This is an optimization exercise on Yosys and OpenROAD, whose aim is small area, a short achievable clock period and few clock cycles, not a production implementation.
At most, simulation tests tie the RTL to the original design; equivalence was not proved.
For runs 1 to 6, only the layout was checked, not whether the RTL still works.
Power figures rest on the tool's default switching activity, not on a simulated workload.

==> flow/design.v <==
module cb_seg(
    input wire clk,
    input wire reset,
    input wire[11:0] tb_size_in,
    input wire wreq_size,
    output wire rreq_data,
    input wire[7:0] tb_in,
    output wire cb_valid,
    output wire[7:0] cb_data,
    output wire cb_size,
    output wire cb_start
);
reg [10:0] wq [0:32];
reg [32:0] v;
wire       release_cur;
wire [32:0] fa;      
wire [31:0] mv;      
assign fa[32] = 1'b1;
genvar g;
generate for (g = 0; g < 32; g = g + 1) begin : q
    assign fa[g] = fa[g+1] & v[g+1];
    assign mv[g] = v[g] & ~fa[g];
    always @(posedge clk)
        if (mv[g]) wq[g+1] <= wq[g];
end endgenerate
always @(posedge clk)
    if (wreq_size) wq[0] <= tb_size_in[10:0];
always @(posedge clk or posedge reset)
    if (reset) v <= 33'd0;
    else begin
        v[0] <= wreq_size | (v[0] & ~mv[0]);
        v[32] <= mv[31] | (v[32] & ~release_cur);
        v[31:1] <= mv[30:0] | (v[31:1] & ~mv[31:1]);
    end
wire [10:0] cur = wq[32];
localparam IDLE = 2'd0, CLS = 2'd1, BODY = 2'd2, CRC = 2'd3;
reg [1:0]  ph;
reg [10:0] p;        
reg        fill;     
reg        twob;     
reg        big;      
reg        sob;      
reg        blk2;     
reg [1:0]  cc;       
assign release_cur = (ph == BODY & body_last_nc & ~twob) | (ph == CRC & cc == 2'd2 & blk2);
wire c_gt132 = cur > 11'd132;
wire c_gt768 = cur > 11'd768;
wire c_gt894 = cur > 11'd894;
wire [10:0] ktot_m1 = c_gt894 ? 11'd1529 : c_gt768 ? 11'd893 : c_gt132 ? 11'd767 : 11'd131;
wire body_last_nc = (p == 11'd0) | (twob & ~blk2 & (p == 11'd765));
always @(posedge clk or posedge reset)
    if (reset) ph <= IDLE;
    else case (ph)
        IDLE: if (v[32]) ph <= CLS;
        CLS:  ph <= BODY;
        BODY: if (body_last_nc) ph <= twob ? CRC : IDLE;
        CRC:  if (cc == 2'd2) ph <= blk2 ? IDLE : BODY;
    endcase
always @(posedge clk) begin
    case (ph)
        CLS: begin
            p    <= ktot_m1;
            fill <= ~(cur == 11'd132 | cur == 11'd768 | cur == 11'd894 | cur == 11'd1530);
            twob <= c_gt768;
            big  <= c_gt132 & ~(c_gt768 & ~c_gt894);
            sob  <= 1'b1;
            blk2 <= 1'b0;
        end
        BODY: begin
            p   <= p - 11'd1;
            sob <= 1'b0;
            if (p == cur) fill <= 1'b0;
            cc  <= 2'd0;
        end
        CRC: begin
            cc <= cc + 2'd1;
            if (cc == 2'd2) begin
                blk2 <= 1'b1;
                big  <= 1'b1;
                sob  <= 1'b1;
            end
        end
    endcase
end
wire is_v    = ph[1];                       
wire is_data = (ph == BODY) & ~fill;
wire is_crc  = (ph == CRC);
reg s1_v, s2_v, s1_d, s2_d, s1_c, s2_c;
reg [1:0] s1_cc, s2_cc;
reg s1_st, s2_st, s1_sz, s2_sz;
reg rreq_q;
assign rreq_data = rreq_q;
always @(posedge clk or posedge reset)
    if (reset) begin
        s1_v <= 1'b0; s2_v <= 1'b0; rreq_q <= 1'b0;
    end else begin
        s1_v <= is_v; s2_v <= s1_v; rreq_q <= is_data;
    end
always @(posedge clk) begin
    s1_d <= is_data; s1_c <= is_crc; s1_cc <= cc; s1_st <= sob; s1_sz <= big;
    s2_d <= s1_d;    s2_c <= s1_c;   s2_cc <= s1_cc; s2_st <= s1_st; s2_sz <= s1_sz;
end
reg [7:0]  ob;       
reg        ov, ost, osz, onc;
reg [23:0] crc;
assign cb_valid = ov;
assign cb_data  = ob;
assign cb_start = ost;
assign cb_size  = osz;
function [23:0] crc_next(input [23:0] s, input [7:0] d);
    reg [23:0] r;
    integer k;
    begin
        r = s;
        for (k = 0; k < 8; k = k + 1)
            r = {r[22:0], 1'b0} ^ ((r[23] ^ d[k]) ? 24'h800063 : 24'h0);
        crc_next = r;
    end
endfunction
wire [23:0] crc_n = crc_next(crc, ob);
always @(posedge clk or posedge reset)
    if (reset) ov <= 1'b0;
    else       ov <= s2_v;
always @(posedge clk) begin
    ost <= s2_st;
    osz <= s2_sz;
    onc <= ~s2_c;
    if (s2_c)
        ob <= (s2_cc == 2'd0) ? crc_n[7:0] : (s2_cc == 2'd1) ? crc[15:8] : crc[23:16];
    else
        ob <= s2_d ? tb_in : 8'h00;
    if (s2_v & s2_st) crc <= 24'hffffff;
    else if (ov & onc) crc <= crc_n;
end
endmodule
==> flow/run.sh <==
#!/bin/bash
# synth_recipe.tcl (not shown) runs the flow's synth.tcl, then flattens the netlist and writes it again
# the make line also repeats each setting of config.mk as NAME=value (left out here)
make -C /OpenROAD-flow-scripts/flow DESIGN_CONFIG=/design/flow/config.mk WORK_HOME=/design/flow/orfs CLKGATE_MAP_FILE= SYNTH_SCRIPT=/design/flow/synth_recipe.tcl finish
==> flow/config.mk <==
export PLATFORM = sky130hd
export DESIGN_NAME = cb_seg
export DESIGN_NICKNAME = cb_seg
export VERILOG_FILES = /design/flow/design.v
export SDC_FILE = /design/flow/constraint.sdc
export NUM_CORES = 4
export LEC_CHECK = 0
export CAP_MARGIN = 20
export CORE_MARGIN = 2
export CORE_UTILIZATION = 40
export SETUP_SLACK_MARGIN = 3.0
export SLEW_MARGIN = 20
==> flow/constraint.sdc <==
create_clock -name core_clock -period 5.0 [get_ports {clk}]
set_input_delay 1.0000 -clock core_clock [delete_from_list [all_inputs] [get_ports {clk}]]
set_output_delay 1.0000 -clock core_clock [all_outputs]
set_load 0.01 [all_outputs]
==> results of run 1 <==
what timing repair did:
action                     CTS  global route
cloned                       2            11
buffers inserted            31            24
pin swaps                   13            25
setup endpoints to repair  305           242
resized for setup          112            62
power breakdown:
| part | internal (mW) | switching [mW] | total (mW) |
|---|---|---|---|
| registers | 5.40 | 0.469 | 5.87 |
| logic | 1.02 | 1.34 | 2.35 |
| clock network | 1.85 | 1.32 | 3.17 |
flip-flops by register name, indices dropped and copies added (netlist names), 2 cells and up:
register / flops
v: 33
ob: 8
wq: 363
s2_cc: 2
crc: 24
s1_cc: 2
p: 11
cc: 2
ph: 2
cells in the final DEF (no fill, tap or decap), drive strengths merged, types with 9 or more instances in the layout:
cell,count
edfxtp,381
buf,71
clkbuf,70
nand2,65
dfxtp,47
dfrtp,39
xnor2,29
nand3,23
clkdlybuf4s50,21
nor2,20
and2,20
inv,17
o21ai,16
nand2b,14
clkinv,13
nor2b,13
o211ai,12
xor2,12
a21oi,12
nor3,10
and3,10
a21o,9
worst paths after layout:
path / to / from / cells after the start / slack, ns
max in group asynchronous: v[32] / reset / 2 / 3.34
setup reg to reg: ph[0] / p[4] / 5 / 2.73
setup / recovery: ph[0] / p[4] / 5 / 2.73
hold / removal: s2_cc[1] / s1_cc[1] / 0 / 0.32
min in group asynchronous: v[23] / reset / 2 / 1.05
hold reg to reg: s2_cc[1] / s1_cc[1] / 0 / 0.32
cell families (layout without fill, tap and decap cells):
group                      after synthesis  in the layout  synth area share
muxes                                    4              4          0.002650
AOI/OAI and AO/OA                       85             86           0.03751
DFF                                    467            467            0.8574
adders and majority gates                7              7          0.005622
buffers and inverters                   33            193          0.008433
xor gates and xnor gates                42             42           0.02450
and+or+nand+nor                        195            203           0.06385
metal layers:
| layer | wire length (µm) | global-route usage | vias to the layer above |
|---|---|---|---|
| met5 | 0 | 0 | - |
| met4 | 539 | 0.04464 | 0 |
| met3 | 1281 | 0.02770 | 45 |
| met2 | 12290 | 0.1904 | 133 |
| met1 | 9045 | 0.1268 | 3476 |
| li1 | - | - | 3410 |
area by class of cell:
type                            instances  area [µm²]
Inverter                               16       60.06
Sequential cell                       467       13390
Clock buffer                           68        1305
Clock inverter                         15       101.3
Fill cell                            3179       19450
Tap cell                              518       648.1
Timing Repair Buffer                   94        1017
Multi-Input combinational cell        342        2584
metrics by stage:
stage / cell area, µm² / utilization / worst slack (ns) / total power, mW
floorplan: 15660 / - / 2.632 / 7.273
global placement: 16580 / 0.4300 / 2.487 / 7.890
detailed placement: 16580 / 0.4300 / 2.393 / 7.920
CTS: 18520 / 0.4802 / 2.735 / 11.29
global route: 19100 / 0.4955 / 2.668 / 12.01
finish: 19100 / 0.4955 / 2.730 / 11.40
==> results.yml, run 1 <==
detailed_routing:
  vias: 7064
  drt-vias-per-instance: 4.647
  drt-initial-drc-count: 407
  firstDrtPassIters: 4
  drt-total-wl_um: 23160
  drc_errors: 0
  detail_route.wl_per_cell_um: 15.23
  ant_nets: 0
synthesis:
  synth_cells: 833
  ys_top_cells_by_area: "edfxtp_1, dfrtp_1, dfxtp_1"
  async_flop_share: 0.08351
  synth-edff-count: 381
  yosysTopAreaCell: "edfxtp_1"
  netlist.area_leader.share: 0.7344
  dominantRegCellSynth: "edfxtp_1"
  synth_area_um2: 15580
  yosys_warnings: 2
  synth-seq-cells: 467
  synth.most_common_cell: "edfxtp_1"
  synthTopCellsByCount: "edfxtp_1, nand2_1, dfxtp_1, dfrtp_1, xnor2_1"
  ys_seq_area_frac: 0.8574
  syn_area_per_cell_um2: 18.70
  synth_fp_nets: 863
  synth_cell_types: 48
cells_and_area:
  layout-drive-gt1-share: 0.2285
  fin_nets: 996
  area_growth_pct: 22.62
  fin_cells: 1520
  diodes: 0
global_route:
  grt_pass1_vias: 7061
  grt_overflow: 0
  grtUsageTotal: 0.1084
  grt_pass1_wl_um: 35090
  antenna_found_initial: 1
  grt_start_max_net_pins: 40
pwr:
  powerDensity_nw_per_um2: 596.6
  ir_drop_uv: 288.1
  power.leakage_nw: 6.827
sta:
  hold_ws_ns: 0.3250
  setup_violations: 0
  fmax_mhz: 440.5
  relSlewSlack: 0.3931
  tns_ns: 0
  timing.final.crit_share: 0.4540
  min_period_ns: 2.270
  tightest_slew_ns: 0.9086
  finClkSkew_ns: 0.007943
  hold_viol: 0
  rsz0062_at_grt: "true"
  maxSlewViolCount: 0
placed_design:
  hpwl_um: 13280
  io_buffers: 33
  place.gp.congestion: 0.8072
  dp.cells: 1369
floorplan:
  row_count: 72
  die_w_um: 201.4
  die_area_um2: 40540
  ioPinCount: 35
  core_area_um2: 38560
  start_util: 0.4040
  die_h_um: 201.4
clock_network:
  cts_max_level: 2
  clk_latency_ns: 0.54
  clk_pin_slew_ns: 0.06
  cts.sinks: 467
  cts_root_buf: "clkbuf_16"
  tritoncts: "yes"
  cts_buffers: 45
  ctsHoldBuffers: 0
  cts_max_path_buffers: 3
job:
  drv_cap: 0
worst_setup_path:
  cp_slowest_stage_delay_ns: 0.46
  path_common_cell: "or4_4"
  cp-end-kind: "flop"
  cp_num_buf_inv: 0
  crit_required_ns: 5.42
  crit_chain: "or3_4, or4_4, or4_4, o21a_1, o32a_1"
  crit_fanout: 3
  start_kind: "flop"
  crit_slowest_cell: "or4_4"
  crit_family: "simple AND/OR/NAND/NOR gates"
  path_class: "flop to flop"
  worstPathArrival_ns: 2.69
worst_hold_path:
  hold_path.class: "flop to flop"
run_status:
  status: "timing/DRC/antenna clean"
==> inputs of run 2 (changes only) <==
--- a/flow/design.v
+++ b/flow/design.v
@@ -33,7 +33,7 @@
         v[31:1] <= mv[30:0] | (v[31:1] & ~mv[31:1]);
     end
 wire [10:0] cur = wq[32];
-localparam IDLE = 2'd0, CLS = 2'd1, BODY = 2'd2, CRC = 2'd3;
+localparam IDLE = 2'd0, BODY = 2'd2, CRC = 2'd3;
 reg [1:0]  ph;
 reg [10:0] p;        
 reg        fill;     
@@ -42,34 +42,37 @@
 reg        sob;      
 reg        blk2;     
 reg [1:0]  cc;       
-assign release_cur = (ph == BODY & body_last_nc & ~twob) | (ph == CRC & cc == 2'd2 & blk2);
 wire c_gt132 = cur > 11'd132;
 wire c_gt768 = cur > 11'd768;
 wire c_gt894 = cur > 11'd894;
 wire [10:0] ktot_m1 = c_gt894 ? 11'd1529 : c_gt768 ? 11'd893 : c_gt132 ? 11'd767 : 11'd131;
+wire c_nofill = (cur == 11'd132) | (cur == 11'd768) | (cur == 11'd894) | (cur == 11'd1530);
 wire body_last_nc = (p == 11'd0) | (twob & ~blk2 & (p == 11'd765));
+wire tb_last = (ph == BODY & body_last_nc & ~twob) | (ph == CRC & cc == 2'd2 & blk2);
+wire start = v[32] & ((ph == IDLE) | tb_last);
+wire fill_end = (ph == BODY) & fill & (p == cur);
+assign release_cur = (start & c_nofill) | fill_end;
 always @(posedge clk or posedge reset)
     if (reset) ph <= IDLE;
+    else if (start) ph <= BODY;
     else case (ph)
-        IDLE: if (v[32]) ph <= CLS;
-        CLS:  ph <= BODY;
         BODY: if (body_last_nc) ph <= twob ? CRC : IDLE;
         CRC:  if (cc == 2'd2) ph <= blk2 ? IDLE : BODY;
+        default: ;
     endcase
 always @(posedge clk) begin
-    case (ph)
-        CLS: begin
-            p    <= ktot_m1;
-            fill <= ~(cur == 11'd132 | cur == 11'd768 | cur == 11'd894 | cur == 11'd1530);
-            twob <= c_gt768;
-            big  <= c_gt132 & ~(c_gt768 & ~c_gt894);
-            sob  <= 1'b1;
-            blk2 <= 1'b0;
-        end
+    if (start) begin
+        p    <= ktot_m1;
+        fill <= ~c_nofill;
+        twob <= c_gt768;
+        big  <= c_gt132 & ~(c_gt768 & ~c_gt894);
+        sob  <= 1'b1;
+        blk2 <= 1'b0;
+    end else case (ph)
         BODY: begin
             p   <= p - 11'd1;
             sob <= 1'b0;
-            if (p == cur) fill <= 1'b0;
+            if (fill_end) fill <= 1'b0;
             cc  <= 2'd0;
         end
         CRC: begin
@@ -80,6 +83,7 @@
                 sob  <= 1'b1;
             end
         end
+        default: ;
     endcase
 end
 wire is_v    = ph[1];                       
--- a/flow/config.mk
+++ b/flow/config.mk
@@ -8,5 +8,7 @@
 export CAP_MARGIN = 20
 export CORE_MARGIN = 2
 export CORE_UTILIZATION = 40
+export CTS_CLUSTER_DIAMETER = 60
+export CTS_CLUSTER_SIZE = 30
 export SETUP_SLACK_MARGIN = 3.0
 export SLEW_MARGIN = 20
==> results.yml, run 2 <==
cells_and_area:
  largest_register: "wq"
  multi_input_area_um2: 2633
  layout-drive-gt1-share: 0.2150
  fin_cells: 1467
  final_cell_mix: "edfxtp_1, nand2_1, dfxtp_1"
  largest_register_ff_count: 363
  seq_area_um2: 13350
  reg_top3: "wq: 363 flops, v: 33 flops, crc: 24 flops"
  area_growth_pct: 18.73
  final_common_cell: "edfxtp_1"
  fillers: 3188
  fin_nets: 953
  diodes: 0
worst_setup_path:
  r2r-start: "p[8]"
  crit_fanout: 7
  crit_chain: "nand4b_1, or3_4, nand3b_1, nand3_4, nor2_4, a21oi_2"
  reg2reg_depth: 6
  timing.rr.end: "p[5]"
  crit_required_ns: 5.32
  path_class: "flop to flop"
  start_kind: "flop"
  r2r_setup_slack_ns: 2.89
  cp_num_buf_inv: 0
  cp_slowest_stage_delay_ns: 0.51
  crit_slowest_cell: "edfxtp_1"
  crit_family: "simple AND/OR/NAND/NOR gates"
  worstPathArrival_ns: 2.44
  cp-end-kind: "flop"
synthesis:
  synth_cells: 829
  netlist.area_leader.share: 0.7323
  yosysTopAreaCell: "edfxtp_1"
  synth-edff-count: 379
  synth-seq-cells: 467
  synthTopCellsByCount: "edfxtp_1, nand2_1, dfxtp_1, dfrtp_1, xor2_1"
  ys_seq_area_frac: 0.8582
  yosys_warnings: 2
  synth_area_um2: 15540
  dominantRegCellSynth: "edfxtp_1"
  synth_cell_types: 48
  synth.most_common_cell: "edfxtp_1"
  ys_top_cells_by_area: "edfxtp_1, dfxtp_1, dfrtp_1"
  synth_fp_nets: 855
  syn_area_per_cell_um2: 18.75
  async_flop_share: 0.08351
detailed_routing:
  drt-vias-per-instance: 4.673
  vias: 6855
  drt-total-wl_um: 21890
  detail_route.wl_per_cell_um: 14.92
  drc_errors: 0
  firstDrtPassIters: 6
  ant_nets: 0
  drt-initial-drc-count: 274
sta:
  tns_ns: 0
  hold_viol: 0
  tightest_slew_ns: 0.9440
  layout_setup_ws_ns: 2.887
  finClkSkew_ns: 0.01748
  rsz0062_at_grt: "true"
  relSlewSlack: 0.3694
  fmax_mhz: 473.3
  setup_violations: 0
  maxSlewViolCount: 0
  min_period_ns: 2.113
  timing.final.crit_share: 0.4225
floorplan:
  die_h_um: 201.1
  die_w_um: 201.1
  core_area_um2: 38470
  ioPinCount: 35
  start_util: 0.4040
  die_area_um2: 40450
  row_count: 72
clock_network:
  cts.sinks: 467
  tritoncts: "yes"
  clk_pin_slew_ns: 0.09
  cts_buffers: 29
  cts_max_level: 1
  cts_root_buf: "clkbuf_16"
  cts_max_path_buffers: 3
  ctsHoldBuffers: 0
  clk_latency_ns: 0.58
run_status:
  status: "timing/DRC/antenna clean"
pwr:
  clkPwrFrac: 0.274
  p_int_mw: 6.919
  p_switching_mw: 2.662
  seqPwrFrac: 0.560
  power.leakage_nw: 6.437
  comb_power_share: 0.165
  switching_share: 0.2778
  ir_drop_uv: 272.7
  powerDensity_nw_per_um2: 519.2
global_route:
  grtUsageTotal: 0.1069
  grt_overflow: 0
  use_met2: 0.1865
  met1_usage: 0.1334
  antenna_found_initial: 0
  busiest_layer: "met2"
  grt_pass1_wl_um: 34640
  grt_start_max_net_pins: 40
  use_met3: 0.02187
  grt_pass1_vias: 6719
worst_hold_path:
  min_to: "s2_sz"
  hold_path.class: "flop to flop"
  hold_depth: 0
  hp-start: "s1_sz"
placed_design:
  hpwl_um: 13080
  io_buffers: 33
  place.gp.congestion: 0.7812
  dp.cells: 1367
  dpl_worst_slack_ns: 2.040
job:
  drv_cap: 0
==> run 2: cell types whose count changed in the layout (fill, tap and decap cells not counted), moves of 6 or more <==
cell,change
and2_4,-8
buf_12,-7
buf_6,-8
clkbuf_1,-15
clkbuf_16,-20
clkinv_2,-7
nand2_1,+6
nor3_1,-6
xnor2_1,-14
xor2_1,+12
==> run 2: repair_timing <==
| item | 4_1_cts | 5_1_grt |
|---|---|---|
| pin swaps | 14 | 14 |
| setup buffers | 29 | 11 |
| endpoints found under the hold margin | 0 | 0 |
| gates cloned | 5 | 2 |
| endpoints found under the setup margin | 282 | 219 |
| gates resized for setup | 120 | 44 |
==> run 2: power by group through the flow <==
stage                     Sequential (mW)  Combinational [mW]  Clock, mW
final                                5.37                1.59       2.63
after global placement               5.42                1.28          0
after global routing                 5.43                1.75       2.87
after floorplan                      5.27                1.03          0
after detailed placement             5.42                1.29          0
after CTS                            5.35                1.47       2.73
==> run 2: stage by stage <==
step	total power, mW	util	hold WS [ns]	instance area [µm²]
after floorplan	6.300	-	0.3096	15580
after global placement	6.702	0.4293	0.3130	16510
after detailed placement	6.716	0.4293	0.3121	16510
after CTS	9.549	0.4703	0.3380	18090
after global routing	10.05	0.4797	0.3460	18450
final	9.581	0.4797	0.3324	18450
==> run 2: worst register-to-register path, cell delays in order (launching register included) <==
cell and delay (ns):
edfxtp_1 0.51, nand4b_1 0.23, or3_4 0.41, nand3b_1 0.21
nand3_4 0.24, nor2_4 0.25, a21oi_2 0.04
==> run 2: per-layer routing <==
layer	share of wire	routed length, µm
met5	0	0
met4	0.024	536
met3	0.047	1035
met2	0.52	11350
met1	0.41	8968
==> run 2: worst max-delay path by stage <==
stage | startpoint | end | slack, ns | depth (start not counted)
floorplan | v[24] | wq[14][0] | 3.00 | 5
global placement | p[0] | p[3] | 2.07 | 8
detailed placement | p[0] | p[6] | 2.04 | 8
CTS | v[30] | wq[3][2] | 2.81 | 8
global route | p[0] | p[6] | 2.78 | 8
finish | p[8] | p[5] | 2.89 | 6
==> run 2: logic make-up (layout without fill, tap and decap cells) <==
group | count (synthesis) | in the layout | synth area share
AOI/OAI and AO/OA | 79 | 79 | 0.03390
xor gates and xnor gates | 43 | 43 | 0.02512
adders and majority gates | 3 | 3 | 0.002416
buffers and inverters | 32 | 145 | 0.007729
DFF | 467 | 467 | 0.8582
muxes | 5 | 5 | 0.003220
and+or+nand+nor | 200 | 207 | 0.06940
==> run 2: layout make-up <==
type	count	area share
Clock inverter	23	0.01871
Multi-Input combinational cell	337	0.1427
Sequential cell	467	0.7237
Timing Repair Buffer	75	0.03682
Inverter	17	0.003458
Tap cell	518	0.03512
Clock buffer	30	0.03953
==> inputs of run 3 (changes only) <==
--- a/flow/config.mk
+++ b/flow/config.mk
@@ -8,7 +8,6 @@
 export CAP_MARGIN = 20
 export CORE_MARGIN = 2
 export CORE_UTILIZATION = 40
-export CTS_CLUSTER_DIAMETER = 60
-export CTS_CLUSTER_SIZE = 30
+export CTS_BUF_LIST = sky130_fd_sc_hd__clkbuf_4 sky130_fd_sc_hd__clkbuf_8
 export SETUP_SLACK_MARGIN = 3.0
 export SLEW_MARGIN = 20
==> results.yml, run 3 <==
detailed_routing:
  firstDrtPassIters: 4
  drt-total-wl_um: 23320
  detail_route.wl_per_cell_um: 14.83
  ant_nets: 0
  drt-initial-drc-count: 320
  vias: 7230
  drc_errors: 0
  drt-vias-per-instance: 4.596
job:
  drv_cap: 0
sta:
  hold_viol: 0
  timing.final.crit_share: 0.4366
  maxSlewViolCount: 0
  tns_ns: 0
  min_period_ns: 2.183
  tightest_slew_ns: 0.8958
  fmax_mhz: 458.1
  setup_violations: 0
  finClkSkew_ns: 0.02899
  rsz0062_at_grt: "true"
  relSlewSlack: 0.4028
clock_network:
  cts_max_path_buffers: 3
  cts.sinks: 467
  cts_root_buf: "clkbuf_8"
  clk_pin_slew_ns: 0.06
  cts_buffers: 75
  cts_max_level: 3
  tritoncts: "yes"
  clk_latency_ns: 0.61
  ctsHoldBuffers: 0
floorplan:
  die_w_um: 201.1
  die_area_um2: 40450
  ioPinCount: 35
  core_area_um2: 38470
  start_util: 0.4040
  die_h_um: 201.1
  row_count: 72
worst_hold_path:
  min_to: "s2_cc[1]"
  hold_depth: 0
  hold_path.class: "flop to flop"
  hp-start: "s1_cc[1]"
cells_and_area:
  final_cell_mix: "edfxtp_1, clkbuf_8, nand2_1"
  final_area_um2: 19140
  fin_cells: 1573
  largest_register_ff_count: 363
  largest_register: "wq"
  fillers: 3157
  diodes: 0
  fin_nets: 1019
  layout-drive-gt1-share: 0.2900
  final_common_cell: "edfxtp_1"
  area_growth_pct: 23.17
  reg_top3: "wq: 363 flops, v: 33 flops, crc: 24 flops"
synthesis:
  synth_cell_types: 48
  yosys_warnings: 2
  synth.most_common_cell: "edfxtp_1"
  ys_top_cells_by_area: "edfxtp_1, dfxtp_1, dfrtp_1"
  synth_cells: 829
  synth_fp_nets: 855
  yosysTopAreaCell: "edfxtp_1"
  synthTopCellsByCount: "edfxtp_1, nand2_1, dfxtp_1, dfrtp_1, xor2_1"
  synth_area_um2: 15540
  synth-edff-count: 379
  dominantRegCellSynth: "edfxtp_1"
  netlist.area_leader.share: 0.7323
  ys_seq_area_frac: 0.8582
  async_flop_share: 0.08351
  syn_area_per_cell_um2: 18.75
  synth-seq-cells: 467
pwr:
  power.leakage_nw: 6.874
  powerDensity_nw_per_um2: 542.9
  ir_drop_uv: 302.2
global_route:
  grt_start_max_net_pins: 40
  grt_pass1_vias: 7117
  antenna_found_initial: 0
  grtUsageTotal: 0.1124
  grt_pass1_wl_um: 35820
  grt_overflow: 0
placed_design:
  io_buffers: 33
  dpl_cell_area_um2: 16510
  hpwl_um: 13080
  dp.cells: 1367
  place.gp.congestion: 0.7812
worst_setup_path:
  start_kind: "flop"
  crit_fanout: 7
  worstPathArrival_ns: 2.52
  timing.rr.end: "p[7]"
  r2r-start: "p[1]"
  r2r_setup_slack_ns: 2.82
  reg2reg_depth: 9
  path_class: "flop to flop"
  cp-end-kind: "flop"
  crit_required_ns: 5.34
run_status:
  status: "timing/DRC/antenna clean"
==> run 3: cell counts after synthesis <==
No cell type changed its count.
==> run 3: critical path, cell delays in order (launching register included) <==
cell and delay [ns]:
edfxtp_1 0.41, inv_2 0.13, ha_4 0.14, nand4b_1 0.16, or3_4 0.39, nand3b_1 0.21, buf_6 0.14, nand3_4 0.16
nand2_1 0.12, o21ai_1 0.07
==> run 3: worst max-delay path by stage <==
stage,startpoint,endpoint,slack [ns],cells after the start
3_3_place_gp,p[0],p[3],2.07,8
2_1_floorplan,v[24],wq[14][0],3.00,5
3_5_place_dp,p[0],p[6],2.04,8
6_report,p[1],p[7],2.82,9
4_1_cts,p[2],p[9],2.72,6
5_1_grt,p[0],p[9],2.74,9
==> run 3: logic make-up after synthesis <==
| logic type | after synthesis | synth area share |
|---|---|---|
| mux | 5 | 0.003220 |
| fa+ha+maj | 3 | 0.002416 |
| compound gates | 79 | 0.03390 |
| buf+inv | 32 | 0.007729 |
| xor+xnor | 43 | 0.02512 |
| simple gates | 200 | 0.06940 |
| flops | 467 | 0.8582 |
==> run 3: per-layer routing <==
layer	track usage	part of all wire	routed length, µm
met3	0.03418	0.056	1295
met1	0.1327	0.40	9385
met4	0.05397	0.030	708
met5	0	0	0
met2	0.1886	0.51	11930
==> run 3: metrics by stage <==
step                      utilization  hold WS (ns)  power (mW)  setup slack (ns)
after floorplan                     -        0.3096       6.300             3.001
after global placement         0.4293        0.3130       6.702             2.074
after detailed placement       0.4293        0.3121       6.716             2.040
after CTS                      0.4799        0.3232       10.21             2.721
after global routing           0.4976        0.3332       10.91             2.744
final                          0.4976        0.3227       10.39             2.817
==> run 3: layout make-up <==
type | count | area (µm²) | share of cell area
Clock inverter | 24 | 224.0 | 0.01170
Clock buffer | 115 | 1358 | 0.07092
Timing Repair Buffer | 94 | 859.6 | 0.04490
Tap cell | 518 | 648.1 | 0.03386
Inverter | 17 | 63.81 | 0.003334
Sequential cell | 467 | 13360 | 0.6980
Multi-Input combinational cell | 338 | 2628 | 0.1373
==> run 3: repair_timing <==
item,CTS,global route
pin swaps,9,19
gates cloned,4,4
setup endpoints to repair,291,229
setup buffers,18,41
resized for setup,110,57
==> run 3: where the power goes <==
group	switching, mW	total, mW	internal [mW]
combinational	0.880	1.68	0.800
sequential	0.378	5.38	5.00
clock	1.43	3.34	1.91
==> inputs of run 4 (changes only) <==
--- a/flow/config.mk
+++ b/flow/config.mk
@@ -8,6 +8,7 @@
 export CAP_MARGIN = 20
 export CORE_MARGIN = 2
 export CORE_UTILIZATION = 40
-export CTS_BUF_LIST = sky130_fd_sc_hd__clkbuf_4 sky130_fd_sc_hd__clkbuf_8
+export CTS_CLUSTER_DIAMETER = 60
+export CTS_CLUSTER_SIZE = 45
 export SETUP_SLACK_MARGIN = 3.0
 export SLEW_MARGIN = 20
==> results.yml, run 4 <==
synthesis:
  syn_area_per_cell_um2: 18.75
  synth_area_um2: 15540
  synth_cells: 829
  synth_fp_nets: 855
  ys_top_cells_by_area: "edfxtp_1, dfxtp_1, dfrtp_1"
  async_flop_share: 0.08351
  synth-seq-cells: 467
  netlist.area_leader.share: 0.7323
  yosys_warnings: 2
  synth-edff-count: 379
  ys_seq_area_frac: 0.8582
  synth_cell_types: 48
  synth.most_common_cell: "edfxtp_1"
  dominantRegCellSynth: "edfxtp_1"
  yosysTopAreaCell: "edfxtp_1"
  synthTopCellsByCount: "edfxtp_1, nand2_1, dfxtp_1, dfrtp_1, xor2_1"
worst_hold_path:
  hold_path.class: "flop to flop"
  min_to: "s2_cc[1]"
  hp-start: "s1_cc[1]"
  hold_depth: 0
worst_setup_path:
  cp-end-kind: "flop"
  crit_chain: "inv_1, ha_1, nand4b_1, or3_4, nand3b_1, nand3_4, a21oi_4, a21oi_1"
  crit_required_ns: 5.32
  cp_num_buf_inv: 1
  r2r-start: "p[1]"
  path_class: "flop to flop"
  start_kind: "flop"
  cp-startpoint: "p[1]"
  timing.rr.end: "p[2]"
  cp_slowest_stage_delay_ns: 0.40
  r2r_setup_slack_ns: 2.79
  crit_slowest_cell: "edfxtp_1"
  crit_fanout: 6
  worstPathArrival_ns: 2.53
  crit_family: "simple AND/OR/NAND/NOR gates"
  reg2reg_depth: 8
clock_network:
  ctsHoldBuffers: 0
  tritoncts: "yes"
  cts_buffers: 29
  cts_max_path_buffers: 3
  clk_pin_slew_ns: 0.09
  cts.sinks: 467
  clk_latency_ns: 0.58
  cts_max_level: 1
  cts_root_buf: "clkbuf_16"
detailed_routing:
  drt-vias-per-instance: 4.639
  firstDrtPassIters: 6
  vias: 6792
  detail_route.wl_per_cell_um: 14.95
  drc_errors: 0
  drt-total-wl_um: 21890
  ant_nets: 0
  drt-initial-drc-count: 282
pwr:
  power.leakage_nw: 6.431
  comb_power_share: 0.160
  p_switching_mw: 2.667
  total_power_mw: 9.587
  switching_share: 0.2782
  p_int_mw: 6.920
  clkPwrFrac: 0.279
  seqPwrFrac: 0.561
  powerDensity_nw_per_um2: 520.7
  ir_drop_uv: 295.9
cells_and_area:
  final_common_cell: "edfxtp_1"
  fin_cells: 1464
  largest_register: "wq"
  largest_register_ff_count: 363
  diodes: 0
  area_growth_pct: 18.47
  final_area_um2: 18410
  reg_top3: "wq: 363 flops, v: 33 flops, crc: 24 flops"
  fin_util: 0.4786
  final_cell_mix: "edfxtp_1, nand2_1, dfxtp_1"
  fin_nets: 950
  layout-drive-gt1-share: 0.2061
  fillers: 3202
global_route:
  met1_usage: 0.1306
  grt_start_max_net_pins: 40
  grt_pass1_vias: 6622
  use_met3: 0.02187
  grtUsageTotal: 0.1052
  antenna_found_initial: 0
  busiest_layer: "met2"
  use_met2: 0.1839
  grt_pass1_wl_um: 34040
  grt_overflow: 0
floorplan:
  core_area_um2: 38470
  row_count: 72
  die_w_um: 201.1
  ioPinCount: 35
  die_area_um2: 40450
  start_util: 0.4040
  die_h_um: 201.1
sta:
  tns_ns: 0
  rsz0062_at_grt: "true"
  fmax_mhz: 451.8
  timing.final.crit_share: 0.4427
  min_period_ns: 2.213
  hold_ws_ns: 0.3336
  layout_setup_ws_ns: 2.787
  maxSlewViolCount: 0
  relSlewSlack: 0.3693
  hold_viol: 0
  setup_violations: 0
  tightest_slew_ns: 0.9441
  finClkSkew_ns: 0.01630
job:
  drv_cap: 0
placed_design:
  dpl_cell_area_um2: 16510
  io_buffers: 33
  dpl_worst_slack_ns: 2.040
  hpwl_um: 13080
  place.gp.congestion: 0.7812
  dp.cells: 1367
run_status:
  status: "timing/DRC/antenna clean"
==> run 4: worst max-delay path by stage <==
stage | end | slack, ns | cells after the start
2_1_floorplan | wq[14][0] | 3.00 | 5
3_3_place_gp | p[3] | 2.07 | 8
3_5_place_dp | p[6] | 2.04 | 8
4_1_cts | p[2] | 2.75 | 8
5_1_grt | p[2] | 2.69 | 8
6_report | p[2] | 2.79 | 8
==> run 4: cells by family after synthesis <==
logic type	after synthesis	synth area share
adders and majority gates	3	0.002416
buffers and inverters	32	0.007729
muxes	5	0.003220
xor gates and xnor gates	43	0.02512
and+or+nand+nor	200	0.06940
DFF	467	0.8582
AOI/OAI and AO/OA	79	0.03390
==> run 4: repair_timing <==
item | in CTS | in global routing
setup buffers | 22 | 17
gates resized for setup | 109 | 41
gates cloned | 3 | 2
pin swaps | 9 | 15
setup endpoints to repair | 286 | 213
==> run 4: routing by layer <==
| layer | wire [µm] | share of wire |
|---|---|---|
| met1 | 9117 | 0.42 |
| met4 | 558 | 0.025 |
| met5 | 0 | 0 |
| met3 | 1043 | 0.048 |
| met2 | 11170 | 0.51 |
==> run 4: area by class of cell <==
type	count	area [µm²]	share of cell area
Clock inverter	23	359.1	0.01950
Sequential cell	467	13350	0.7253
Timing Repair Buffer	74	680.7	0.03697
Clock buffer	30	739.5	0.04016
Multi-Input combinational cell	335	2566	0.1394
Inverter	17	63.81	0.003466
Tap cell	518	648.1	0.03520
==> run 4: worst register-to-register path: stages, from the launching register on <==
cell and delay, ns:
edfxtp_1 0.40, inv_1 0.17, ha_1 0.19, nand4b_1 0.15, or3_4 0.37, nand3b_1 0.21
nand3_4 0.22, a21oi_4 0.19, a21oi_1 0.07
==> run 4: power groups by stage <==
| stage | Sequential (mW) | Clock, mW | Combinational (mW) |
|---|---|---|---|
| global route | 5.44 | 2.91 | 1.70 |
| finish | 5.38 | 2.67 | 1.54 |
| detailed placement | 5.42 | 0 | 1.29 |
| CTS | 5.36 | 2.77 | 1.41 |
| global placement | 5.42 | 0 | 1.28 |
| floorplan | 5.27 | 0 | 1.03 |
==> inputs of run 5 (changes only) <==
--- a/flow/design.v
+++ b/flow/design.v
@@ -35,8 +35,10 @@
 wire [10:0] cur = wq[32];
 localparam IDLE = 2'd0, BODY = 2'd2, CRC = 2'd3;
 reg [1:0]  ph;
-reg [10:0] p;        
+reg [10:0] p;
 reg        fill;     
+reg        fe;       
+reg        lastnc;   
 reg        twob;     
 reg        big;      
 reg        sob;      
@@ -45,35 +47,49 @@
 wire c_gt132 = cur > 11'd132;
 wire c_gt768 = cur > 11'd768;
 wire c_gt894 = cur > 11'd894;
-wire [10:0] ktot_m1 = c_gt894 ? 11'd1529 : c_gt768 ? 11'd893 : c_gt132 ? 11'd767 : 11'd131;
 wire c_nofill = (cur == 11'd132) | (cur == 11'd768) | (cur == 11'd894) | (cur == 11'd1530);
-wire body_last_nc = (p == 11'd0) | (twob & ~blk2 & (p == 11'd765));
-wire tb_last = (ph == BODY & body_last_nc & ~twob) | (ph == CRC & cc == 2'd2 & blk2);
+wire c_fill1  = (cur == 11'd131) | (cur == 11'd767) | (cur == 11'd893) | (cur == 11'd1529);
+wire p_fe = twob ? (big ? (p == 11'd519) : (p == 11'd1155))
+                 : (big ? (p == 11'd1281) : (p == 11'd1917));
+wire tb_last = (ph == BODY & lastnc & ~twob) | (ph == CRC & cc == 2'd2 & blk2);
 wire start = v[32] & ((ph == IDLE) | tb_last);
-wire fill_end = (ph == BODY) & fill & (p == cur);
+wire fill_end = (ph == BODY) & fill & fe;
 assign release_cur = (start & c_nofill) | fill_end;
 always @(posedge clk or posedge reset)
     if (reset) ph <= IDLE;
     else if (start) ph <= BODY;
     else case (ph)
-        BODY: if (body_last_nc) ph <= twob ? CRC : IDLE;
+        BODY: if (lastnc) ph <= twob ? CRC : IDLE;
         CRC:  if (cc == 2'd2) ph <= blk2 ? IDLE : BODY;
         default: ;
     endcase
 always @(posedge clk) begin
     if (start) begin
-        p    <= ktot_m1;
-        fill <= ~c_nofill;
-        twob <= c_gt768;
-        big  <= c_gt132 & ~(c_gt768 & ~c_gt894);
-        sob  <= 1'b1;
-        blk2 <= 1'b0;
+        p      <= c_nofill ? cur : ~cur;
+        fill   <= ~c_nofill;
+        fe     <= c_fill1;
+        lastnc <= 1'b0;
+        twob   <= c_gt768;
+        big    <= c_gt132 & ~(c_gt768 & ~c_gt894);
+        sob    <= 1'b1;
+        blk2   <= 1'b0;
     end else case (ph)
         BODY: begin
-            p   <= p - 11'd1;
             sob <= 1'b0;
-            if (fill_end) fill <= 1'b0;
             cc  <= 2'd0;
+            if (fill) begin
+                if (fe) begin
+                    p      <= cur;
+                    fill   <= 1'b0;
+                    lastnc <= (cur == 11'd1);
+                end else begin
+                    p      <= p - 11'd1;
+                    fe     <= p_fe;
+                end
+            end else begin
+                p      <= p - 11'd1;
+                lastnc <= (p == 11'd2) | (twob & ~blk2 & (p == 11'd767));
+            end
         end
         CRC: begin
             cc <= cc + 2'd1;
--- a/flow/config.mk
+++ b/flow/config.mk
@@ -8,7 +8,7 @@
 export CAP_MARGIN = 20
 export CORE_MARGIN = 2
 export CORE_UTILIZATION = 40
-export CTS_CLUSTER_DIAMETER = 60
-export CTS_CLUSTER_SIZE = 45
-export SETUP_SLACK_MARGIN = 3.0
+export CTS_CLUSTER_DIAMETER = 80
+export CTS_CLUSTER_SIZE = 35
+export SETUP_SLACK_MARGIN = 3.3
 export SLEW_MARGIN = 20
==> results.yml, run 5 <==
run_status:
  status: "timing/DRC/antenna clean"
placed_design:
  place.gp.congestion: 0.7967
  hpwl_um: 14420
  io_buffers: 33
  dpl_cell_area_um2: 17040
sta:
  timing.final.crit_share: 0.4663
  tns_ns: 0
  tightest_slew_ns: 1.016
  maxSlewViolCount: 0
  hold_ws_ns: 0.3359
  min_period_ns: 2.332
  rsz0062_at_grt: "true"
  relSlewSlack: 0.3190
  finClkSkew_ns: 0.04055
  setup_violations: 0
  fmax_mhz: 428.9
  hold_viol: 0
clock_network:
  clk_latency_ns: 0.56
  cts_root_buf: "clkbuf_16"
  tritoncts: "yes"
  clk_pin_slew_ns: 0.11
  cts_max_path_buffers: 3
  cts_buffers: 18
  cts.sinks: 469
  ctsHoldBuffers: 0
  cts_max_level: 1
global_route:
  grt_pass1_vias: 7430
  antenna_found_initial: 3
  grt_overflow: 0
  grt_pass1_wl_um: 38450
  grtUsageTotal: 0.1172
  grt_start_max_net_pins: 40
detailed_routing:
  drt-total-wl_um: 25990
  drc_errors: 0
  drt-initial-drc-count: 488
  detail_route.wl_per_cell_um: 16.37
  ant_nets: 0
  vias: 7691
  firstDrtPassIters: 5
  drt-vias-per-instance: 4.846
worst_setup_path:
  worstPathArrival_ns: 2.68
  path_class: "flop to flop"
  crit_fanout: 6
  cp-end-kind: "flop"
  cp-startpoint: "wq[32][5]"
  start_kind: "flop"
  r2r-start: "wq[32][5]"
  crit_required_ns: 5.35
floorplan:
  die_w_um: 203.2
  core_area_um2: 38920
  die_area_um2: 41280
  row_count: 72
  ioPinCount: 35
  die_h_um: 203.2
  start_util: 0.4077
synthesis:
  ys_seq_area_frac: 0.8438
  synth-edff-count: 380
  dominantRegCellSynth: "edfxtp_1"
  async_flop_share: 0.08316
  synth.most_common_cell: "edfxtp_1"
  synth_fp_nets: 911
  synth_cells: 881
  yosys_warnings: 2
  syn_area_per_cell_um2: 18.01
  ys_top_cells_by_area: "edfxtp_1, dfxtp_1, dfrtp_1"
  synth_cell_types: 56
  synthTopCellsByCount: "edfxtp_1, nand2_1, dfxtp_1, dfrtp_1, nor2_1"
  yosysTopAreaCell: "edfxtp_1"
  synth-seq-cells: 469
  netlist.area_leader.share: 0.7192
  synth_area_um2: 15870
pwr:
  power.leakage_nw: 7.108
  ir_drop_uv: 425.0
  powerDensity_nw_per_um2: 614.5
job:
  drv_cap: 0
cells_and_area:
  fin_nets: 1087
  final_area_um2: 19710
  area_growth_pct: 24.23
  final_cell_mix: "edfxtp_1, nand2_1, buf_4"
  reg_top3: "wq: 363 flops, v: 33 flops, crc: 24 flops"
  layout-drive-gt1-share: 0.2947
  largest_register: "wq"
  largest_register_ff_count: 363
  fillers: 3139
  final_common_cell: "edfxtp_1"
  diodes: 0
worst_hold_path:
  hold_path.class: "flop to flop"
  hp-start: "s2_sz"
-- run 5: worst paths after layout --
check                             end  slack, ns  depth (start not counted)
worst min register to register    osz       0.34                          0
worst min-delay path              osz       0.34                          0
min in group asynchronous       v[17]       1.01                          2
worst max register to register   p[8]       2.67                          5
max in group asynchronous        v[2]       3.35                          2
worst max-delay path             p[8]       2.67                          5
-- run 5: routing by layer --
| metal | vias to the layer above | wire (µm) | global-route usage |
|---|---|---|---|
| li1 | 3652 | - | - |
| met1 | 3893 | 10780 | 0.1472 |
| met2 | 116 | 13550 | 0.2099 |
| met3 | 30 | 1098 | 0.02173 |
| met4 | 0 | 558 | 0.02842 |
| met5 | - | 0 | 0 |
-- run 5: cell type report --
class / count / area (µm²) / area share
Sequential cell: 469 / 13420 / 0.6808
Multi-Input combinational cell: 392 / 3298 / 0.1673
Timing Repair Buffer: 161 / 1725 / 0.08754
Tap cell: 518 / 648.1 / 0.03288
Clock buffer: 26 / 480.5 / 0.02438
Clock inverter: 6 / 78.83 / 0.003999
Inverter: 14 / 56.30 / 0.002857
Timing Repair inverter: 1 / 5.005 / 0.0002539
-- run 5: repair_timing --
action                     4_1_cts  5_1_grt
buffers inserted                73       48
cloned                          17        6
setup endpoints to repair      359      379
gates resized for setup        149       85
pin swaps                       35       39
-- run 5: per-stage QoR --
| stage | util | std cells | worst slack [ns] | power (mW) |
|---|---|---|---|---|
| 2_1_floorplan | - | 881 | 2.736 | 7.814 |
| 3_3_place_gp | 0.4379 | 1411 | 2.303 | 8.362 |
| 3_5_place_dp | 0.4379 | 1411 | 2.258 | 8.456 |
| 4_1_cts | 0.4842 | 1533 | 2.703 | 11.27 |
| 5_1_grt | 0.5065 | 1587 | 2.563 | 12.75 |
| 6_report | 0.5065 | 1587 | 2.668 | 12.11 |
-- run 5: power breakdown --
part	internal, mW	switching (mW)
Combinational	2.22	1.97
Sequential	5.57	0.509
Clock	0.720	1.12
Total	8.51	3.60
-- run 5: worst max-delay path: stages, from the launching register on --
cell	delay, ns
edfxtp_1	0.42
or4_4	0.53
or4_4	0.51
a21oi_4	0.27
nor2b_2	0.13
a221oi_2	0.29
-- run 5: kinds of logic (layout without fill, tap and decap cells) --
family,count (synthesis),count (layout),share of synthesized area
simple gates,232,242,0.07649
fa+ha+maj,7,7,0.005520
buf+inv,35,208,0.008438
mux,3,3,0.001893
xor+xnor,33,33,0.01908
flops,469,469,0.8438
compound gates,102,107,0.04479
==> inputs of run 6 (changes only) <==
--- a/flow/config.mk
+++ b/flow/config.mk
@@ -8,7 +8,7 @@
 export CAP_MARGIN = 20
 export CORE_MARGIN = 2
 export CORE_UTILIZATION = 40
-export CTS_CLUSTER_DIAMETER = 80
-export CTS_CLUSTER_SIZE = 35
-export SETUP_SLACK_MARGIN = 3.3
+export CTS_CLUSTER_DIAMETER = 60
+export CTS_CLUSTER_SIZE = 30
+export SETUP_SLACK_MARGIN = 3.0
 export SLEW_MARGIN = 20
==> results.yml, run 6 <==
cells_and_area:
  final_area_um2: 19000
  largest_register_ff_count: 363
  final_common_cell: "edfxtp_1"
  fin_nets: 1019
  diodes: 0
  area_growth_pct: 19.75
  layout-drive-gt1-share: 0.2332
  largest_register: "wq"
  fin_util: 0.4882
  fin_cells: 1530
  reg_top3: "wq: 363 flops, v: 33 flops, crc: 24 flops"
  final_cell_mix: "edfxtp_1, nand2_1, dfxtp_1, buf_4, dfrtp_1"
detailed_routing:
  drt-total-wl_um: 23280
  detail_route.wl_per_cell_um: 15.22
  drt-initial-drc-count: 464
  drt-vias-per-instance: 4.786
  vias: 7323
  drc_errors: 0
  ant_nets: 0
  firstDrtPassIters: 4
sta:
  layout_setup_ws_ns: 2.668
  min_period_ns: 2.332
  hold_ws_ns: 0.3255
  tightest_slew_ns: 0.9612
  maxSlewViolCount: 0
  tns_ns: 0
  fmax_mhz: 428.9
  relSlewSlack: 0.3579
  setup_violations: 0
  timing.final.crit_share: 0.4663
  rsz0062_at_grt: "true"
  hold_viol: 0
  finClkSkew_ns: 0.03164
pwr:
  ir_drop_uv: 293.4
  total_power_mw: 11.61
  powerDensity_nw_per_um2: 611.2
  power.leakage_nw: 6.734
clock_network:
  cts_max_path_buffers: 3
  clk_pin_slew_ns: 0.09
  cts_root_buf: "clkbuf_16"
  cts_buffers: 29
  ctsHoldBuffers: 0
  tritoncts: "yes"
  clk_latency_ns: 0.59
  cts.sinks: 469
  cts_max_level: 1
floorplan:
  row_count: 72
  ioPinCount: 35
  die_area_um2: 41280
  die_w_um: 203.2
  core_area_um2: 38920
  die_h_um: 203.2
  start_util: 0.4077
worst_setup_path:
  path_class: "flop to flop"
  worstPathArrival_ns: 2.63
  start_kind: "flop"
  cp-end-kind: "flop"
  crit_fanout: 6
  crit_required_ns: 5.29
synthesis:
  synth_area_um2: 15870
  synth_cell_types: 56
  synth-seq-cells: 469
  dominantRegCellSynth: "edfxtp_1"
  syn_area_per_cell_um2: 18.01
  synth-edff-count: 380
  synth_fp_nets: 911
  async_flop_share: 0.08316
  ys_top_cells_by_area: "edfxtp_1, dfxtp_1, dfrtp_1"
  yosysTopAreaCell: "edfxtp_1"
  yosys_warnings: 2
  ys_seq_area_frac: 0.8438
  synthTopCellsByCount: "edfxtp_1, nand2_1, dfxtp_1, dfrtp_1, nor2_1"
  netlist.area_leader.share: 0.7192
  synth_cells: 881
  synth.most_common_cell: "edfxtp_1"
placed_design:
  dpl_cell_area_um2: 16860
  dp.cells: 1413
  hpwl_um: 14030
  io_buffers: 33
  dpl_worst_slack_ns: 2.414
  place.gp.congestion: 0.7928
global_route:
  grt_pass1_wl_um: 36010
  antenna_found_initial: 0
  grt_overflow: 0
  grtUsageTotal: 0.1082
  grt_start_max_net_pins: 40
  grt_pass1_vias: 7106
run_status:
  status: "timing/DRC/antenna clean"
job:
  drv_cap: 0
worst_hold_path:
  hold_path.class: "flop to flop"
## run 6: cell types whose count changed in the layout (fill, tap and decap cells not counted), sizes merged
cell,change
clkbuf,+1
clkinvlp,-2
a221oi,-1
buf,-68
inv,+11
clkinv,+8
nor2b,-1
and3,-1
and2,-2
a21boi,-2
## run 6: cell type report
| type | instances | area, µm² |
|---|---|---|
| Clock buffer | 30 | 739.5 |
| Inverter | 14 | 52.55 |
| Multi-Input combinational cell | 385 | 2930 |
| Sequential cell | 469 | 13400 |
| Tap cell | 518 | 648.1 |
| Fill cell | 3228 | 19920 |
| Timing Repair Buffer | 90 | 854.6 |
| Clock inverter | 24 | 370.4 |
## run 6: metal layers
| layer | vias to the layer above | wire, µm | track usage |
|---|---|---|---|
| met1 | 3652 | 9907 | 0.1425 |
| met5 | - | 0 | 0 |
| met3 | 29 | 931 | 0.01822 |
| met4 | 0 | 480 | 0.02763 |
| li1 | 3528 | - | - |
| met2 | 114 | 11960 | 0.1872 |
## run 6: worst paths after layout
check,to,cells past startpoint,slack (ns),start
worst max-delay path,p[10],6,2.67,wq[32][3]
worst min-delay path,s2_sz,0,0.33,s1_sz
worst max register to register,p[10],6,2.67,wq[32][3]
worst min register to register,s2_sz,0,0.33,s1_sz
max in group asynchronous,v[32],2,3.44,reset
min in group asynchronous,v[1],2,0.92,reset
## run 6: what timing repair did
| action | CTS | global route |
|---|---|---|
| cloned | 3 | 7 |
| pin swaps | 21 | 21 |
| setup buffers | 30 | 23 |
| endpoints found under the setup margin | 313 | 262 |
| gates resized for setup | 122 | 50 |
| endpoints found under the hold margin | 0 | 0 |
## run 6: worst max-delay path, cell delays in order (launching register included)
cell and delay [ns]:
edfxtp_1 0.40, or4_4 0.56, or4_4 0.52, a21oi_4 0.17
buf_12 0.14, or2_2 0.15, o221ai_1 0.12
## run 6: report_power, final
part,internal [mW],leakage (nW),switching (mW),total (mW)
registers,5.57,4.49,0.490,6.06
clock network,1.22,0.532,1.45,2.68
logic,1.31,1.72,1.57,2.87
total,8.10,6.73,3.51,11.6
## run 6: cells by family after synthesis
family          Yosys count  synth area share
simple gates            232           0.07649
flops                   469            0.8438
buf+inv                  35          0.008438
fa+ha+maj                 7          0.005520
xor+xnor                 33           0.01908
mux                       3          0.001893
compound gates          102           0.04479
==> inputs of run 7 (changes only) <==
--- a/flow/design.v
+++ b/flow/design.v
@@ -49,8 +49,8 @@
 wire c_gt894 = cur > 11'd894;
 wire c_nofill = (cur == 11'd132) | (cur == 11'd768) | (cur == 11'd894) | (cur == 11'd1530);
 wire c_fill1  = (cur == 11'd131) | (cur == 11'd767) | (cur == 11'd893) | (cur == 11'd1529);
-wire p_fe = twob ? (big ? (p == 11'd519) : (p == 11'd1155))
-                 : (big ? (p == 11'd1281) : (p == 11'd1917));
+wire p_fe = twob ? (big ? (p == 11'd1528) : (p == 11'd892))
+                 : (big ? (p == 11'd766) : (p == 11'd130));
 wire tb_last = (ph == BODY & lastnc & ~twob) | (ph == CRC & cc == 2'd2 & blk2);
 wire start = v[32] & ((ph == IDLE) | tb_last);
 wire fill_end = (ph == BODY) & fill & fe;
@@ -65,7 +65,7 @@
     endcase
 always @(posedge clk) begin
     if (start) begin
-        p      <= c_nofill ? cur : ~cur;
+        p      <= cur;
         fill   <= ~c_nofill;
         fe     <= c_fill1;
         lastnc <= 1'b0;
@@ -83,7 +83,7 @@
                     fill   <= 1'b0;
                     lastnc <= (cur == 11'd1);
                 end else begin
-                    p      <= p - 11'd1;
+                    p      <= p + 11'd1;
                     fe     <= p_fe;
                 end
             end else begin
--- a/flow/config.mk
+++ b/flow/config.mk
@@ -7,8 +7,8 @@
 export LEC_CHECK = 0
 export CAP_MARGIN = 20
 export CORE_MARGIN = 2
-export CORE_UTILIZATION = 40
+export CORE_UTILIZATION = 65
 export CTS_CLUSTER_DIAMETER = 60
-export CTS_CLUSTER_SIZE = 30
+export CTS_CLUSTER_SIZE = 40
 export SETUP_SLACK_MARGIN = 3.0
 export SLEW_MARGIN = 20
==> results.yml, run 7 <==
global_route:
  grt_overflow: 0
  grtUsageTotal: 0.2082
  grt_start_max_net_pins: 40
  grt_pass1_wl_um: 41800
  grt_pass1_vias: 7840
  antenna_found_initial: 0
floorplan:
  die_h_um: 160.8
  start_util: 0.6588
  die_w_um: 160.8
  row_count: 57
  ioPinCount: 35
  core_area_um2: 24250
  die_area_um2: 25850
worst_setup_path:
  crit_fanout: 2
  crit_chain: "buf_2"
  cp.depth: 1
  start_kind: "flop"
  cp-end-kind: "output port"
  reg2reg_depth: 7
  crit_required_ns: 4.00
  path_class: "flop to output port"
  crit_slowest_cell: "dfrtp_1"
  worstPathArrival_ns: 1.10
  crit_family: "flip-flops"
  cp_num_buf_inv: 1
  cp_slowest_stage_delay_ns: 0.40
detailed_routing:
  firstDrtPassIters: 5
  drt-total-wl_um: 27550
  detail_route.wl_per_cell_um: 20.05
  vias: 7922
  ant_nets: 0
  drc_errors: 0
  drt-vias-per-instance: 5.766
  drt-initial-drc-count: 759
pwr:
  ir_drop_uv: 486.4
  clkPwrFrac: 0.224
  comb_power_share: 0.258
  total_power_mw: 11.43
  p_switching_mw: 3.575
  powerDensity_nw_per_um2: 609.0
  p_int_mw: 7.855
  seqPwrFrac: 0.518
  power.leakage_nw: 6.797
  switching_share: 0.3128
job:
  drv_cap: 0
synthesis:
  netlist.area_leader.share: 0.7143
  synth_cell_types: 55
  dominantRegCellSynth: "edfxtp_1"
  synth-simple-area-share: 0.07127
  synth-seq-cells: 469
  synth_area_um2: 15980
  async_flop_share: 0.08316
  yosys_warnings: 2
  synth.most_common_cell: "edfxtp_1"
  synth-edff-count: 380
  ys_seq_area_frac: 0.8380
  synth_cells: 907
  synth_xor_area_frac: 0.02334
  synthTopCellsByCount: "edfxtp_1, nand2_1, dfxtp_1, dfrtp_1, nand3_1"
  synth_compound_area_frac: 0.04707
  synthMuxAreaShare: 0.003211
  synth_fp_nets: 937
  syn_area_per_cell_um2: 17.61
  synth_top_family_by_area: "simple AND/OR/NAND/NOR gates"
  synth_adder_area_share: 0.005482
  ys_top_cells_by_area: "edfxtp_1, dfxtp_1, dfrtp_1"
  yosysTopAreaCell: "edfxtp_1"
sta:
  maxSlewViolCount: 0
  tns_ns: 0
  tightest_slew_ns: 1.020
  fmax_mhz: 476.5
  timing.final.crit_share: 0.4198
  setup_violations: 0
  min_period_ns: 2.099
  finClkSkew_ns: 0.02159
  hold_viol: 0
  rsz0062_at_grt: "true"
  relSlewSlack: 0.3181
placed_design:
  dp.cells: 1240
  io_buffers: 33
  hpwl_um: 15500
  place.gp.congestion: 0.8339
cells_and_area:
  final_common_cell: "edfxtp_1"
  fin_cells: 1374
  diodes: 0
  largest_register: "wq"
  reg_top3: "wq: 363 flops, v: 33 flops, crc: 24 flops"
  final_cell_mix: "edfxtp_1, buf_4, nand2_1"
  area_growth_pct: 17.49
  fin_util: 0.7740
  layout-drive-gt1-share: 0.2305
  fin_nets: 1060
  fillers: 1332
  largest_register_ff_count: 363
run_status:
  status: "timing/DRC/antenna clean"
worst_hold_path:
  hold_depth: 0
  hold_path.class: "flop to flop"
clock_network:
  cts_root_buf: "clkbuf_16"
  cts_max_path_buffers: 3
  clk_pin_slew_ns: 0.11
  cts_buffers: 27
  tritoncts: "yes"
  clk_latency_ns: 0.57
  cts_max_level: 1
  cts.sinks: 469
run 7: cell count changes after synthesis, sizes merged, moves of 5 or more:
cell	delta
a21oi	+5
a221oi	-5
clkbuf	+7
inv	+6
nand3	+14
nor2b	-5
o22ai	+11
or2	-8
run 7: per-stage QoR:
stage | hold slack [ns] | cell area (µm²) | worst slack (ns)
6_report | 0.3341 | 18770 | 2.901
5_1_grt | 0.3443 | 18770 | 2.844
4_1_cts | 0.3396 | 18260 | 2.850
3_5_place_dp | 0.3143 | 16690 | 2.285
3_3_place_gp | 0.3139 | 16690 | 2.372
2_1_floorplan | 0.3096 | 16030 | 2.904
run 7: layout make-up:
cell class / count / area (µm²) / area share
sequential: 469 / 13400 / 0.7141
multi-input combinational: 394 / 2850 / 0.1519
timing repair buffer: 118 / 1027 / 0.05473
clock buffer: 28 / 689.4 / 0.03673
tap: 324 / 405.4 / 0.02160
clock inverter: 21 / 316.6 / 0.01687
inverter: 20 / 77.57 / 0.004133
run 7: path summary, 6_finish.rpt:
path | startpoint | endpoint | slack (ns)
worst max-delay path | ov | cb_valid | 2.90
worst min-delay path | s1_sz | s2_sz | 0.33
worst max register to register | v[11] | wq[3][7] | 2.93
worst min register to register | s1_sz | s2_sz | 0.33
max in group asynchronous | reset | v[10] | 3.68
min in group asynchronous | reset | s1_v | 0.91
run 7: worst register-to-register path: stages, from the launching register on:
cell	delay [ns]
dfrtp_1	0.44
nand3_2	0.13
nor4_2	0.30
and3_4	0.25
and3_4	0.25
and3_4	0.25
a21boi_4	0.09
buf_6	0.14
run 7: power by group through the flow:
stage	combinational [mW]	sequential (mW)	clock (mW)
floorplan	1.85	5.72	0
global placement	2.18	5.98	0
detailed placement	2.28	6.02	0
CTS	2.53	5.94	2.62
global route	3.21	6.00	2.75
finish	2.95	5.92	2.56
run 7: timing repair:
| item | in CTS | in global routing |
|---|---|---|
| resized for setup | 110 | 46 |
| gates cloned | 1 | 3 |
| hold buffers | 0 | 0 |
| endpoints found under the setup margin | 317 | 241 |
| buffers inserted | 44 | 37 |
| pin swaps | 9 | 8 |
run 7: routing by layer:
metal	share of wire	up-vias	global-route usage
met4	0.024	0	0.05073
li1	-	3638	-
met1	0.41	4001	0.2748
met2	0.52	223	0.3736
met5	0	-	0
met3	0.041	60	0.02789
run 7: logic make-up after synthesis:
| group | Yosys count |
|---|---|
| AND/OR/NAND/NOR | 225 |
| XOR/XNOR | 41 |
| buffers and inverters | 48 |
| AO/OA/AOI/OAI | 112 |
| multiplexers | 5 |
| adder cells (fa/ha/maj) | 7 |
| flip-flops | 469 |
Testbench counts of run 7, summed over its fixed seeds: cycles 1,060,569.
==> inputs of run 8 (changes only) <==
--- a/flow/config.mk
+++ b/flow/config.mk
@@ -7,8 +7,8 @@
 export LEC_CHECK = 0
 export CAP_MARGIN = 20
 export CORE_MARGIN = 2
-export CORE_UTILIZATION = 65
+export CORE_UTILIZATION = 40
 export CTS_CLUSTER_DIAMETER = 60
-export CTS_CLUSTER_SIZE = 40
+export CTS_CLUSTER_SIZE = 30
 export SETUP_SLACK_MARGIN = 3.0
 export SLEW_MARGIN = 20
==> results.yml, run 8 <==
sta:
  hold_viol: 0
  tightest_slew_ns: 1.076
  rsz0062_at_grt: "true"
  relSlewSlack: 0.2815
  tns_ns: 0
  fmax_mhz: 479.1
  hold_ws_ns: 0.3287
  maxSlewViolCount: 0
  min_period_ns: 2.087
  finClkSkew_ns: 0.01868
  setup_violations: 0
  timing.final.crit_share: 0.4174
cells_and_area:
  diodes: 0
  layout-drive-gt1-share: 0.2101
  reg_top3: "wq: 363 flops, v: 33 flops, crc: 24 flops"
  final_cell_mix: "edfxtp_1, nand2_1, buf_4"
  area_growth_pct: 17.97
  largest_register: "wq"
  final_common_cell: "edfxtp_1"
  fillers: 3294
  largest_register_ff_count: 363
  fin_nets: 1042
  fin_cells: 1558
synthesis:
  dominantRegCellSynth: "edfxtp_1"
  syn_area_per_cell_um2: 17.61
  synth_cells: 907
  async_flop_share: 0.08316
  yosysTopAreaCell: "edfxtp_1"
  synth-edff-count: 380
  synth_cell_types: 55
  netlist.area_leader.share: 0.7143
  synth-seq-cells: 469
  synthTopCellsByCount: "edfxtp_1, nand2_1, dfxtp_1, dfrtp_1, nand3_1"
  synth_fp_nets: 937
  synth_area_um2: 15980
  synth.most_common_cell: "edfxtp_1"
  yosys_warnings: 2
  ys_seq_area_frac: 0.8380
  ys_top_cells_by_area: "edfxtp_1, dfxtp_1, dfrtp_1"
pwr:
  clkPwrFrac: 0.233
  power.leakage_nw: 6.719
  p_switching_mw: 3.407
  switching_share: 0.3033
  powerDensity_nw_per_um2: 596.0
  p_int_mw: 7.826
  ir_drop_uv: 370.3
  seqPwrFrac: 0.519
  comb_power_share: 0.248
detailed_routing:
  wl_met3_um: 1073
  top_layer_used: "met4"
  drt-total-wl_um: 23560
  met2_wirelength_um: 11630
  ant_nets: 0
  drt-vias-per-instance: 4.802
  firstDrtPassIters: 5
  drt-initial-drc-count: 463
  wl_met1_um: 10320
  drc_errors: 0
  vias: 7482
  detail_route.wl_per_cell_um: 15.12
worst_setup_path:
  crit_required_ns: 4.00
  worstPathArrival_ns: 1.09
  cp_num_buf_inv: 1
  crit_slowest_cell: "dfrtp_1"
  cp-startpoint: "ov"
  cp-end-kind: "output port"
  cp.depth: 1
  cp_slowest_stage_delay_ns: 0.38
  path_class: "flop to output port"
  crit_fanout: 2
  start_kind: "flop"
  r2r_setup_slack_ns: 2.96
  worstSetupEndpoint: "cb_valid"
  r2r-start: "ph[0]"
  reg2reg_depth: 6
  timing.rr.end: "p[0]"
  crit_chain: "buf_2"
  crit_family: "flip-flops"
clock_network:
  ctsHoldBuffers: 0
  cts_buffers: 29
  tritoncts: "yes"
  cts_max_path_buffers: 3
  cts.sinks: 469
  clk_latency_ns: 0.58
  cts_root_buf: "clkbuf_16"
  clk_pin_slew_ns: 0.08
  cts_max_level: 1
placed_design:
  place.gp.congestion: 0.8182
  hpwl_um: 14510
  dp.cells: 1440
  io_buffers: 33
floorplan:
  row_count: 73
  start_util: 0.4039
  die_area_um2: 41550
  ioPinCount: 35
  die_h_um: 203.8
  die_w_um: 203.8
  core_area_um2: 39550
global_route:
  grt_overflow: 0
  antenna_found_initial: 2
  grt_start_max_net_pins: 40
  grt_pass1_vias: 7176
  grtUsageTotal: 0.1091
  grt_pass1_wl_um: 36260
job:
  drv_cap: 0
worst_hold_path:
  hold_path.class: "flop to flop"
run_status:
  status: "timing/DRC/antenna clean"
==> run 8: per-layer routing <==
metal  up-vias  track usage
li1       3609            -
met1      3688       0.1403
met2       143       0.1884
met3        42      0.02264
met4         0      0.02894
met5         -            0
==> run 8: worst min-delay path by stage <==
stage                     start    end  cells after the start
after floorplan           s2_sz    osz                      0
after global placement    s2_sz    osz                      0
after detailed placement   s1_d   s2_d                      0
after CTS                  s1_d   s2_d                      0
after global routing      s1_sz  s2_sz                      0
final                     s1_sz  s2_sz                      0
==> run 8: through the flow <==
| step | utilization | cell area [µm²] | setup slack, ns | power [mW] |
|---|---|---|---|---|
| global placement | 0.4281 | 16930 | 2.279 | 8.157 |
| detailed placement | 0.4281 | 16930 | 2.214 | 8.238 |
| floorplan | - | 16030 | 2.904 | 7.566 |
| CTS | 0.4658 | 18420 | 2.736 | 11.05 |
| global route | 0.4765 | 18850 | 2.849 | 11.86 |
| finish | 0.4765 | 18850 | 2.913 | 11.23 |
==> run 8: power by group through the flow <==
stage          registers (mW)  logic (mW)  clock network, mW
6_report                 5.83        2.79               2.61
5_1_grt                  5.92        3.09               2.85
4_1_cts                  5.85        2.50               2.70
3_5_place_dp             5.95        2.29                  0
3_3_place_gp             5.90        2.26                  0
2_1_floorplan            5.72        1.85                  0
==> run 8: area by class of cell <==
class | count | area (µm²) | area share
Multi-Input combinational cell | 393 | 2773 | 0.1471
Inverter | 20 | 81.33 | 0.004315
Sequential cell | 469 | 13400 | 0.7111
Timing Repair Buffer | 99 | 905.9 | 0.04806
Tap cell | 525 | 656.9 | 0.03485
Clock inverter | 23 | 301.5 | 0.01600
Clock buffer | 29 | 725.7 | 0.03850
==> run 8: cells by family after synthesis <==
kind of cell	synth area share
DFF	0.8380
muxes	0.003211
AOI/OAI and AO/OA	0.04707
buffers and inverters	0.01159
xor gates and xnor gates	0.02334
and+or+nand+nor	0.07127
adders and majority gates	0.005482
==> run 8: what timing repair did <==
| action | CTS | global route |
|---|---|---|
| setup endpoints to repair | 295 | 185 |
| setup buffers | 33 | 29 |
| endpoints found under the hold margin | 0 | 0 |
| cloned | 1 | 2 |
| pin swaps | 10 | 8 |
| resized for setup | 102 | 36 |

-- afterwards: timing with drivers on the ports --
The flow's constraints put no driver on any port. The routed layouts listed below were extracted and timed again, unchanged, in two steps.
Step 1 (the two cells are an assumption about what drives the block):
set clk [get_ports {clk}]
set_driving_cell -lib_cell sky130_fd_sc_hd__clkbuf_16 $clk
set_driving_cell -lib_cell sky130_fd_sc_hd__buf_2 [delete_from_list [all_inputs] $clk]
Step 2 also shifts input and output timing later by t, the mid clock arrival at the registers, as if the neighbouring blocks saw the same clock.
Slacks: ideal / step 1 / step 2; pairs: ideal / step 1.
run | shift t [ns] | setup WS [ns] | worst register clock-pin slew, ns | worst slew at a driven data input, ns | cell pins on the clock port's net
run 1 | 0.587 | 2.730 / 2.730 / 2.730 | 0.06 / 0.06 | 0.04 | 1
run 2 | 0.617 | 2.887 / 2.868 / 2.848 | 0.10 / 0.10 | 0.04 | 1
run 3 | 0.637 | 2.817 / 2.817 / 2.817 | 0.07 / 0.07 | 0.04 | 1
run 4 | 0.619 | 2.787 / 2.787 / 2.787 | 0.10 / 0.10 | 0.04 | 1
run 5 | 0.593 | 2.668 / 2.668 / 2.668 | 0.12 / 0.12 | 0.04 | 1
run 6 | 0.623 | 2.668 / 2.668 / 2.668 | 0.10 / 0.10 | 0.04 | 1
run 7 | 0.604 | 2.901 / 2.854 / 2.804 | 0.11 / 0.11 | 0.04 | 1
run 8 | 0.615 | 2.913 / 2.863 / 2.855 | 0.10 / 0.10 | 0.04 | 1
After both steps setup and hold are still met in every run listed. The setup slack of run 7, which loses most, moves by -0.047 ns with the drivers and by -0.097 ns with both steps.
